Context: an optimization exercise on an open-source flow, tuned for small area. The choices shown serve that exercise and are no tape-out recipe.
The RTL was checked by simulation tests, not by an equivalence proof against the original design.
Power figures rest on the tool's default switching activity, not on a simulated workload.

Design TOP_MODULE, start of the top module:
module TOP_MODULE(
    input CLK100MHZ,
    input rst,
    input SW,
    input BTNL, BTNR,
    output [7:0] AN,
    output CA,CB,CC,CD,CE,CF,CG, DP,
    output LED
    );
==> module TOP_MODULE, before the edit <==
module TOP_MODULE(
    input CLK100MHZ,
    input rst,
    input SW,
    input BTNL, BTNR,
    output [7:0] AN,
    output CA,CB,CC,CD,CE,CF,CG, DP,
    output LED
    );
    assign DP = 1'b1;
    localparam [13:0] C_TAPS = 14'd8353, C_S0 = 14'd10811;
    localparam [13:0] B_TAPS = 14'd9228, B_S0 = 14'd8397, B_S5001 = 14'd431;
    localparam [13:0] MASK = 14'd10922;
    reg [13:0] cnt_r, cnt1_r, cnt2_r;
    wire [13:0] cnt = cnt_r ^ MASK, cnt1 = cnt1_r ^ MASK, cnt2 = cnt2_r ^ MASK;
    wire tick    = ~cnt[0] & cnt[1] & cnt[2] & cnt[4] & ~cnt[6] & cnt[7] & cnt[8] & cnt[9] & cnt[10] & ~cnt[12];    
    wire c_wrap  = ~cnt[1] & cnt[2] & cnt[3] & cnt[5] & ~cnt[7] & cnt[8] & cnt[9] & cnt[10] & cnt[11] & ~cnt[13];    
    wire cnt1_one  = cnt1[1] & cnt1[3] & ~cnt1[5] & ~cnt1[6] & cnt1[7] & cnt1[8] & ~cnt1[9] & ~cnt1[10] & ~cnt1[11] & ~cnt1[12] & ~cnt1[13];    
    wire cnt1_top  = ~cnt1[0] & ~cnt1[1] & ~cnt1[3] & ~cnt1[4] & ~cnt1[5] & cnt1[7] & cnt1[8] & cnt1[9] & ~cnt1[11] & cnt1[12] & cnt1[13];    
    wire cnt1_wrap = ~cnt1[0] & ~cnt1[1] & ~cnt1[2] & cnt1[3] & cnt1[8] & cnt1[9] & cnt1[10] & cnt1[11] & ~cnt1[12] & cnt1[13];    
    wire cnt2_one  = cnt2[1] & cnt2[3] & ~cnt2[5] & ~cnt2[6] & cnt2[7] & cnt2[8] & ~cnt2[9] & ~cnt2[10] & ~cnt2[11] & ~cnt2[12] & ~cnt2[13];    
    wire cnt2_top  = ~cnt2[0] & ~cnt2[1] & ~cnt2[3] & ~cnt2[4] & ~cnt2[5] & cnt2[7] & cnt2[8] & cnt2[9] & ~cnt2[11] & cnt2[12] & cnt2[13];    
    wire cnt2_wrap = ~cnt2[0] & ~cnt2[1] & ~cnt2[2] & cnt2[3] & cnt2[8] & cnt2[9] & cnt2[10] & cnt2[11] & ~cnt2[12] & cnt2[13];    
    wire c1_ev = cnt1_one | cnt1_top;
    wire c2_ev = cnt2_one | cnt2_top;
    always_ff @(posedge CLK100MHZ) begin
        if (rst | c_wrap) cnt_r <= C_S0 ^ MASK;
        else              cnt_r <= {cnt[12:0], ~^(cnt & C_TAPS)} ^ MASK;
        if (rst | ~BTNR)    cnt1_r <= B_S0 ^ MASK;
        else if (cnt1_wrap) cnt1_r <= B_S5001 ^ MASK;
        else                cnt1_r <= {cnt1[12:0], ~^(cnt1 & B_TAPS)} ^ MASK;
        if (rst | ~BTNL)    cnt2_r <= B_S0 ^ MASK;
        else if (cnt2_wrap) cnt2_r <= B_S5001 ^ MASK;
        else                cnt2_r <= {cnt2[12:0], ~^(cnt2 & B_TAPS)} ^ MASK;
    end
    reg [3:0] su, mu, hu;
    reg [2:0] st, mt;
    reg [1:0] ht;
    wire s59 = (st == 3'd5) & (su == 4'd9);
    wire m59 = (mt == 3'd5) & (mu == 4'd9);
    wire h23 = (ht == 2'd2) & (hu == 4'd3);
    wire s_inc = tick;
    wire m_inc = c1_ev | (tick & s59);
    wire h_inc = c2_ev | (tick & s59 & m59);
    wire [3:0] su_n = {su[3] ^ (su[0] & (su[3] | (su[2] & su[1]))),
                          su[2] ^ (su[1] & su[0]),
                          (su[1] ^ su[0]) & ~su[3],
                          ~su[0]};
    wire [3:0] mu_n = {mu[3] ^ (mu[0] & (mu[3] | (mu[2] & mu[1]))),
                          mu[2] ^ (mu[1] & mu[0]),
                          (mu[1] ^ mu[0]) & ~mu[3],
                          ~mu[0]};
    wire [3:0] hu_n = {hu[3] ^ (hu[0] & (hu[3] | (hu[2] & hu[1]))),
                          hu[2] ^ (hu[1] & hu[0]),
                          (hu[1] ^ hu[0]) & ~hu[3],
                          ~hu[0]};
    wire [2:0] st_n = {st[2] ^ (st[0] & (st[2] | st[1])),
                          (st[1] ^ st[0]) & ~st[2],
                          ~st[0]};
    wire [2:0] mt_n = {mt[2] ^ (mt[0] & (mt[2] | mt[1])),
                          (mt[1] ^ mt[0]) & ~mt[2],
                          ~mt[0]};
    always_ff @(posedge CLK100MHZ) begin
        if (rst) begin
            st <= 3'd5; su <= 4'd0;
            mt <= 3'd1; mu <= 4'd2;
            ht <= 2'd1; hu <= 4'd2;
        end else begin
            if (s_inc) begin
                su <= su_n;
                if (su == 4'd9) st <= st_n;
            end
            if (m_inc) begin
                mu <= mu_n;
                if (mu == 4'd9) mt <= mt_n;
            end
            if (h_inc) begin
                if (h23) begin
                    hu <= 4'd0; ht <= 2'd0;
                end else begin
                    hu <= hu_n;
                    if (hu == 4'd9) ht <= {ht[0], ~ht[0]};    
                end
            end
        end
    end
    wire gt12 = ht[1] | (ht[0] & (hu > 4'd2));
    wire pm = SW & gt12;
    assign LED = pm;
    reg [1:0] htd;
    reg [3:0] hud;
    always_comb begin
        htd = ht; hud = hu;
        if (pm) begin
            if (ht[0])           begin htd = 2'd0; hud = hu - 4'd2; end
            else if (hu < 4'd2)  begin htd = 2'd0; hud = hu + 4'd8; end
            else                 begin htd = 2'd1; hud = hu - 4'd2; end
        end
    end
    localparam [4:0] D_TAPS = 5'd18, D_RST = 5'd27, D_MASK = 5'b01010;
    reg [4:0] dc_r;
    reg [2:0] dig;
    wire [4:0] dc = dc_r ^ D_MASK;
    wire dc_end = ~dc[1] & ~dc[2] & ~dc[3];    
    wire [2:0] dig_nxt = dig + 3'd1;
    always_ff @(posedge CLK100MHZ) begin
        if (rst) begin
            dc_r <= D_RST ^ D_MASK; dig <= 3'd0;
        end else begin
            dc_r <= {dc[3:0], (~^(dc & D_TAPS)) ^ dc_end} ^ D_MASK;
            if (dc_end) dig <= dig_nxt;
        end
    end
    assign AN = ~(8'd1 << dig);
    reg [3:0] val;
    always_comb begin
        case (dig)
            3'd0: val = su;
            3'd1: val = {1'b0, st};
            3'd2: val = mu;
            3'd3: val = {1'b0, mt};
            3'd4: val = hud;
            3'd5: val = {2'b0, htd};
            default: val = 4'd15;
        endcase
    end
    localparam [111:0] SEGTAB = {7'b1111111, 7'b1111111, 7'b1111111, 7'b1111111, 7'b1111111, 7'b1111111,
                                 7'b0001100, 7'b0000000, 7'b0001111, 7'b0100000, 7'b0100100,
                                 7'b1001100, 7'b0000110, 7'b0010010, 7'b1001111, 7'b0000001};
    wire [6:0] seg = SEGTAB[val*7 +: 7];
    assign {CA,CB,CC,CD,CE,CF,CG} = seg;
endmodule
clock: 10.0 ns
lec_check: 0
cap_margin: 20
core_margin: 2
core_utilization: 40
place_density: 0.6
slew_margin: 20
standard.sh (not shown) runs the stock make flow with config.mk's settings and CLKGATE_MAP_FILE= SYNTH_SCRIPT=/design/flow/synth_recipe.tcl, a recipe that flattens the netlist after the stock synthesis.
==> flow/flow/run.sh <==
#!/bin/bash
# Layout flow: the standard ORFS flow (standard.sh) with
#  - combinational logic mapped by ABC for area (flow/area.abc) and no separate
#    half/full-adder extraction; registers are untouched, so they keep the
#    standard synthesis's names and cells;
#  - port buffers of the smallest buffer cell;
#  - clock tree synthesis without dummy loads.
set -euo pipefail
W=$PWD
{
  echo 'proc abc {args} {'
  echo '  set i [lsearch -exact $args -script]'
  echo "  if {\$i >= 0} { set args [lreplace \$args [expr {\$i+1}] [expr {\$i+1}] $W/flow/area.abc] }"
  echo '  yosys abc {*}$args'
  echo '}'
  cat synth_recipe.tcl
} > my_synth.tcl
bash standard.sh SYNTH_SCRIPT=$W/my_synth.tcl ADDER_MAP_FILE= \
  BUFFER_PORTS_ARGS="-buffer_cell sky130_fd_sc_hd__buf_1" \
  CTS_ARGS="-sink_clustering_enable -repair_clock_nets -dont_use_dummy_load -buf_list sky130_fd_sc_hd__clkbuf_4 -sink_clustering_size 40 -sink_clustering_max_diameter 200" \
  finish > standard.log 2>&1
==> flow/flow/area.abc <==
&get -n
&st
&dch
&nf -a -R 1000
&put
topo
The starting point passed the timing, DRC and antenna checks.
Rerun with:
--- a/flow/design.v
+++ b/flow/design.v
@@ -10,17 +10,17 @@
     );
     assign DP = 1'b1;
-    localparam [13:0] C_TAPS = 14'd8353, C_S0 = 14'd10811;
-    localparam [13:0] B_TAPS = 14'd9228, B_S0 = 14'd8397, B_S5001 = 14'd431;
+    localparam [13:0] C_TAPS = 14'd8220, C_S0 = 14'd11179;
+    localparam [13:0] B_TAPS = 14'd13568, B_S0 = 14'd9588, B_S5001 = 14'd6650;
     localparam [13:0] MASK = 14'd10922;
     reg [13:0] cnt_r, cnt1_r, cnt2_r;
     wire [13:0] cnt = cnt_r ^ MASK, cnt1 = cnt1_r ^ MASK, cnt2 = cnt2_r ^ MASK;
-    wire tick    = ~cnt[0] & cnt[1] & cnt[2] & cnt[4] & ~cnt[6] & cnt[7] & cnt[8] & cnt[9] & cnt[10] & ~cnt[12];    
-    wire c_wrap  = ~cnt[1] & cnt[2] & cnt[3] & cnt[5] & ~cnt[7] & cnt[8] & cnt[9] & cnt[10] & cnt[11] & ~cnt[13];    
-    wire cnt1_one  = cnt1[1] & cnt1[3] & ~cnt1[5] & ~cnt1[6] & cnt1[7] & cnt1[8] & ~cnt1[9] & ~cnt1[10] & ~cnt1[11] & ~cnt1[12] & ~cnt1[13];    
-    wire cnt1_top  = ~cnt1[0] & ~cnt1[1] & ~cnt1[3] & ~cnt1[4] & ~cnt1[5] & cnt1[7] & cnt1[8] & cnt1[9] & ~cnt1[11] & cnt1[12] & cnt1[13];    
-    wire cnt1_wrap = ~cnt1[0] & ~cnt1[1] & ~cnt1[2] & cnt1[3] & cnt1[8] & cnt1[9] & cnt1[10] & cnt1[11] & ~cnt1[12] & cnt1[13];    
-    wire cnt2_one  = cnt2[1] & cnt2[3] & ~cnt2[5] & ~cnt2[6] & cnt2[7] & cnt2[8] & ~cnt2[9] & ~cnt2[10] & ~cnt2[11] & ~cnt2[12] & ~cnt2[13];    
-    wire cnt2_top  = ~cnt2[0] & ~cnt2[1] & ~cnt2[3] & ~cnt2[4] & ~cnt2[5] & cnt2[7] & cnt2[8] & cnt2[9] & ~cnt2[11] & cnt2[12] & cnt2[13];    
-    wire cnt2_wrap = ~cnt2[0] & ~cnt2[1] & ~cnt2[2] & cnt2[3] & cnt2[8] & cnt2[9] & cnt2[10] & cnt2[11] & ~cnt2[12] & cnt2[13];    
+    wire tick    = cnt[3] & cnt[4] & cnt[5] & cnt[6] & cnt[7] & cnt[8] & cnt[9] & cnt[10] & cnt[11] & cnt[12];    
+    wire c_wrap  = cnt[4] & cnt[5] & cnt[6] & cnt[7] & cnt[8] & cnt[9] & cnt[10] & cnt[11] & cnt[12] & cnt[13];    
+    wire cnt1_one  = ~cnt1[0] & ~cnt1[2] & cnt1[3] & ~cnt1[4] & cnt1[5] & cnt1[6] & cnt1[7] & cnt1[9] & cnt1[11] & ~cnt1[12] & ~cnt1[13];    
+    wire cnt1_top  = cnt1[0] & cnt1[1] & cnt1[2] & cnt1[3] & cnt1[5] & cnt1[6] & cnt1[7] & cnt1[8] & cnt1[9] & cnt1[10] & cnt1[11];    
+    wire cnt1_wrap = cnt1[0] & cnt1[2] & cnt1[4] & cnt1[6] & cnt1[7] & cnt1[8] & cnt1[9] & cnt1[10] & cnt1[11] & cnt1[12];    
+    wire cnt2_one  = ~cnt2[0] & ~cnt2[2] & cnt2[3] & ~cnt2[4] & cnt2[5] & cnt2[6] & cnt2[7] & cnt2[9] & cnt2[11] & ~cnt2[12] & ~cnt2[13];    
+    wire cnt2_top  = cnt2[0] & cnt2[1] & cnt2[2] & cnt2[3] & cnt2[5] & cnt2[6] & cnt2[7] & cnt2[8] & cnt2[9] & cnt2[10] & cnt2[11];    
+    wire cnt2_wrap = cnt2[0] & cnt2[2] & cnt2[4] & cnt2[6] & cnt2[7] & cnt2[8] & cnt2[9] & cnt2[10] & cnt2[11] & cnt2[12];    
     wire c1_ev = cnt1_one | cnt1_top;
     wire c2_ev = cnt2_one | cnt2_top;
@@ -126,7 +126,8 @@
         endcase
     end
-    localparam [111:0] SEGTAB = {7'b1111111, 7'b1111111, 7'b1111111, 7'b1111111, 7'b1111111, 7'b1111111,
-                                 7'b0001100, 7'b0000000, 7'b0001111, 7'b0100000, 7'b0100100,
-                                 7'b1001100, 7'b0000110, 7'b0010010, 7'b1001111, 7'b0000001};
+    localparam [111:0] SEGTAB = {7'b1111111, 7'b1110000, 7'b1110100, 7'b1011100,
+                                 7'b0000110, 7'b0010010, 7'b0001100, 7'b0000000,
+                                 7'b0001111, 7'b0100000, 7'b0100100, 7'b1001100,
+                                 7'b0000110, 7'b0010010, 7'b1001111, 7'b0000001};
     wire [6:0] seg = SEGTAB[val*7 +: 7];
     assign {CA,CB,CC,CD,CE,CF,CG} = seg;
Area after synthesis shrinks by 3.1%.
Clock skew stays flat.
Worst setup slack improves by 0.86 ns.
Via count shrinks by 4.9%.
First-iteration DRC count shrinks by 20%.
Routed wire length falls by 7.2%.
Cell area came out lower by 3.7%.
Utilization came out lower by 0.95 points.
Register-to-register slack loses 0.43 ns.
Die area came out lower by 2.9%.
Power goes down by 1.6%.

-- separate check: timing with driven ports --
No port has a modelled driver above. Below, the same layouts with a new extraction and two added sets of constraints. Step 1 assumes that a clkbuf_16 drives the clock port and a buf_2 every other input. Step 2, shift: input delay + t, output delay - t, t = (earliest + latest rising clock arrival at the registers) / 2. This alone moves slack from input paths to output paths. Three values: ideal ports, drivers, drivers and shift; two values: the first two.
run	shift t [ns]	setup slack, ns	slew at the worst register clock pin (ns)
the first run	0.410	3.446 / 3.419 / 3.419	0.11 / 0.11
the second run	0.409	4.305 / 4.278 / 4.278	0.11 / 0.11
After both steps every run listed still meets setup and hold.
